What follows belongs to an exercise in optimizing a design on an open flow for small area; a production flow would make more cautious choices. Only simulation tests tie the RTL to the original design; equivalence was not proved.

==> try-lagoon: inputs <==
Design mul_unit, start of the top module:
module mul_unit (
    input wire clk,
    input wire A_flag,
    input wire U_flag,
    input wire LongMul,
    input wire [31:0] Rm_data,
    input wire [31:0] Rs_data,
    input wire [31:0] Rn_data,
    input wire [31:0] RdHi_data,
    input wire [31:0] RdLo_data,
    input wire [3:0] cpsr_flags,
    output wire [31:0] result_lo,
    output wire [31:0] result_hi,
    output wire [3:0] flags_out
);
clock: 14.0 ns
lec_check: 0
abc_area: 1
cap_margin: 20
core_margin: 2
core_utilization: 40
place_density: 0.7
slew_margin: 20
synth_hierarchical: 1
synth_minimum_keep_size: 0
standard.sh (not shown) runs the stock make flow with config.mk's settings and CLKGATE_MAP_FILE= SYNTH_SCRIPT=/design/flow/synth_recipe.tcl, a recipe that flattens the netlist after the stock synthesis.
==> flow/flow/run.sh <==
#!/bin/bash
set -euo pipefail
bash standard.sh "BUFFER_PORTS_ARGS=-buffer_cell sky130_fd_sc_hd__buf_1" "CTS_ARGS=-sink_clustering_enable -repair_clock_nets -dont_use_dummy_load -buf_list sky130_fd_sc_hd__clkbuf_8" finish > standard_flow.log 2>&1
==> try-onyx: changes against try-lagoon <==
PLACE_DENSITY = 0.8   (was 0.7)
==> try-harbor: changes against try-lagoon <==
PLACE_DENSITY = 0.45   (was 0.7)
==> summary of the runs <==
- Flip-flop and latch count is the same in try-lagoon and try-harbor.
- Non-clock buffer count: try-onyx < try-lagoon < try-harbor.
- In clock-buffer cell count, try-harbor and try-lagoon do not differ.
- Register-to-register slack: try-lagoon is worse than try-onyx (0.03 ns).
- Of try-lagoon and try-onyx, try-lagoon has the higher worst setup slack (gap 0.077 ns).
==> figures <==
|  | try-harbor | try-lagoon | try-onyx |
|---|---|---|---|
| Final instance area | 0.02931 mm^2 | 0.02921 mm^2 | 0.02920 mm^2 |
| Routed length on met1 | 43110 um | 34180 um | 30810 um |
| Pre-Repair DR Iteration Count | 7 | 7 | 9 |
| Worst slew margin relative to its limit | 29.28% | 35.97% | 31.97% |
| Worst hold-check slack | 0.3109 ns | 0.3075 ns | 0.3089 ns |
| Global-route track usage on met1 | 39.62% | 33.30% | 30.38% |
| Multi-input combinational cell area | 0.02290 mm^2 | 0.02290 mm^2 | 0.02289 mm^2 |
| Detail Placement HPWL | 76630 um | 67810 um | 68110 um |
| Outcome | finished clean | finished clean | finished clean |

---

==> trial 56: inputs <==
Another version of the RTL of mul_unit (not shown whole).
clock: 14.0 ns
lec_check: 0
abc_area: 1
cap_margin: 20
core_margin: 2
core_utilization: 40
slew_margin: 20
synth_hierarchical: 1
synth_minimum_keep_size: 0
==> flow/flow/run.sh <==
#!/bin/bash
# Standard layout, except that the port buffers are the smallest buffer cell.
set -euo pipefail
bash standard.sh "BUFFER_PORTS_ARGS=-buffer_cell sky130_fd_sc_hd__buf_1" finish > standard_flow.log 2>&1
==> inputs of build 96, as changes to trial 56 <==
==> flow/flow/run.sh (replaced) <==
#!/bin/bash
set -euo pipefail
bash standard.sh "BUFFER_PORTS_ARGS=-buffer_cell sky130_fd_sc_hd__buf_1" "CTS_ARGS=-sink_clustering_enable -repair_clock_nets -dont_use_dummy_load -buf_list sky130_fd_sc_hd__clkbuf_8" finish > standard_flow.log 2>&1
--- a/flow/config.mk
+++ b/flow/config.mk
@@ -10,4 +10,5 @@
 export CORE_MARGIN = 2
 export CORE_UTILIZATION = 40
+export GPL_TIMING_DRIVEN = 0
 export SLEW_MARGIN = 20
 export SYNTH_HIERARCHICAL = 1
==> inputs of build 67, as changes to trial 56 <==
==> flow/flow/run.sh (replaced) <==
#!/bin/bash
set -euo pipefail
bash standard.sh "BUFFER_PORTS_ARGS=-buffer_cell sky130_fd_sc_hd__buf_1" "CTS_ARGS=-sink_clustering_enable -repair_clock_nets -dont_use_dummy_load -buf_list sky130_fd_sc_hd__clkbuf_8" finish > standard_flow.log 2>&1
==> results.txt <==
quantity                                                             build 67    trial 56     build 96
Number of nets in the finished design                                    3738        3738         3975
Critical path launch point                                         Rs_data[3]  Rs_data[3]  Rs_data[17]
Worst-case register-to-register setup slack                          13.60 ns    13.59 ns     13.57 ns
M1 wire length                                                        35.8 mm     36.0 mm      42.1 mm
Vias post-DR                                                            22200       22300        23800
Post-CTS resize count                                                       0           0            1
Run status                                   no timing/DRC/antenna violations  no timing/DRC/antenna violations  no timing/DRC/antenna violations
Final HPWL from detailed placement                                    68.0 mm     68.0 mm      91.0 mm
Count of filler cells inserted in the layout                             6838        6799         7081
Critical path buffer and inverter count                                     5           5            6
Number of I/O port buffers                                                232         232          231
Number of antenna violations at the first check in global routing           3           3            6
Buffer share of cell area                                               5.70%       5.63%        7.96%
Ant. Diodes                                                                 0           0            1
Wire length of the first global-routing pass                           141 mm      141 mm       162 mm
Routed length per instance                                            24.3 um     24.2 um      27.9 um

## re-timing with driven ports
Ports are ideal in the flow. The routed layouts listed here were re-timed in OpenROAD.
Step 1 sets driving cells, clkbuf_16 on the clock port and buf_2 on the other inputs (assumed; they add their load-dependent delay and slew).
Step 2, shift: input delay + t, output delay - t, t = (earliest + latest rising clock arrival at the registers) / 2. This alone moves slack from input paths to output paths.
a / b / c = no drivers / after step 1 / after step 2; a / b = the first two.
| run | t, ns | setup WS [ns] | pins driven straight from the clock port |
|---|---|---|---|
| try-lagoon | 0.581 | 1.406 / 1.415 / 0.834 | 1 |
| try-onyx | 0.582 | 1.329 / 1.331 / 0.749 | 1 |
| try-harbor | 0.565 | 1.153 / 1.174 / 0.609 | 1 |
| trial 56 | 0.551 | 1.438 / 1.446 / 0.895 | 1 |
| build 96 | 0.607 | 0.413 / 0.444 / -0.164 | 1 |
| build 67 | 0.602 | 1.475 / 1.478 / 0.876 | 1 |
With both steps, setup timing fails in build 96, where it was met with ideal ports. For build 67, which loses most, drivers alone change the setup slack by +0.003 ns; drivers and shift together by -0.599 ns.
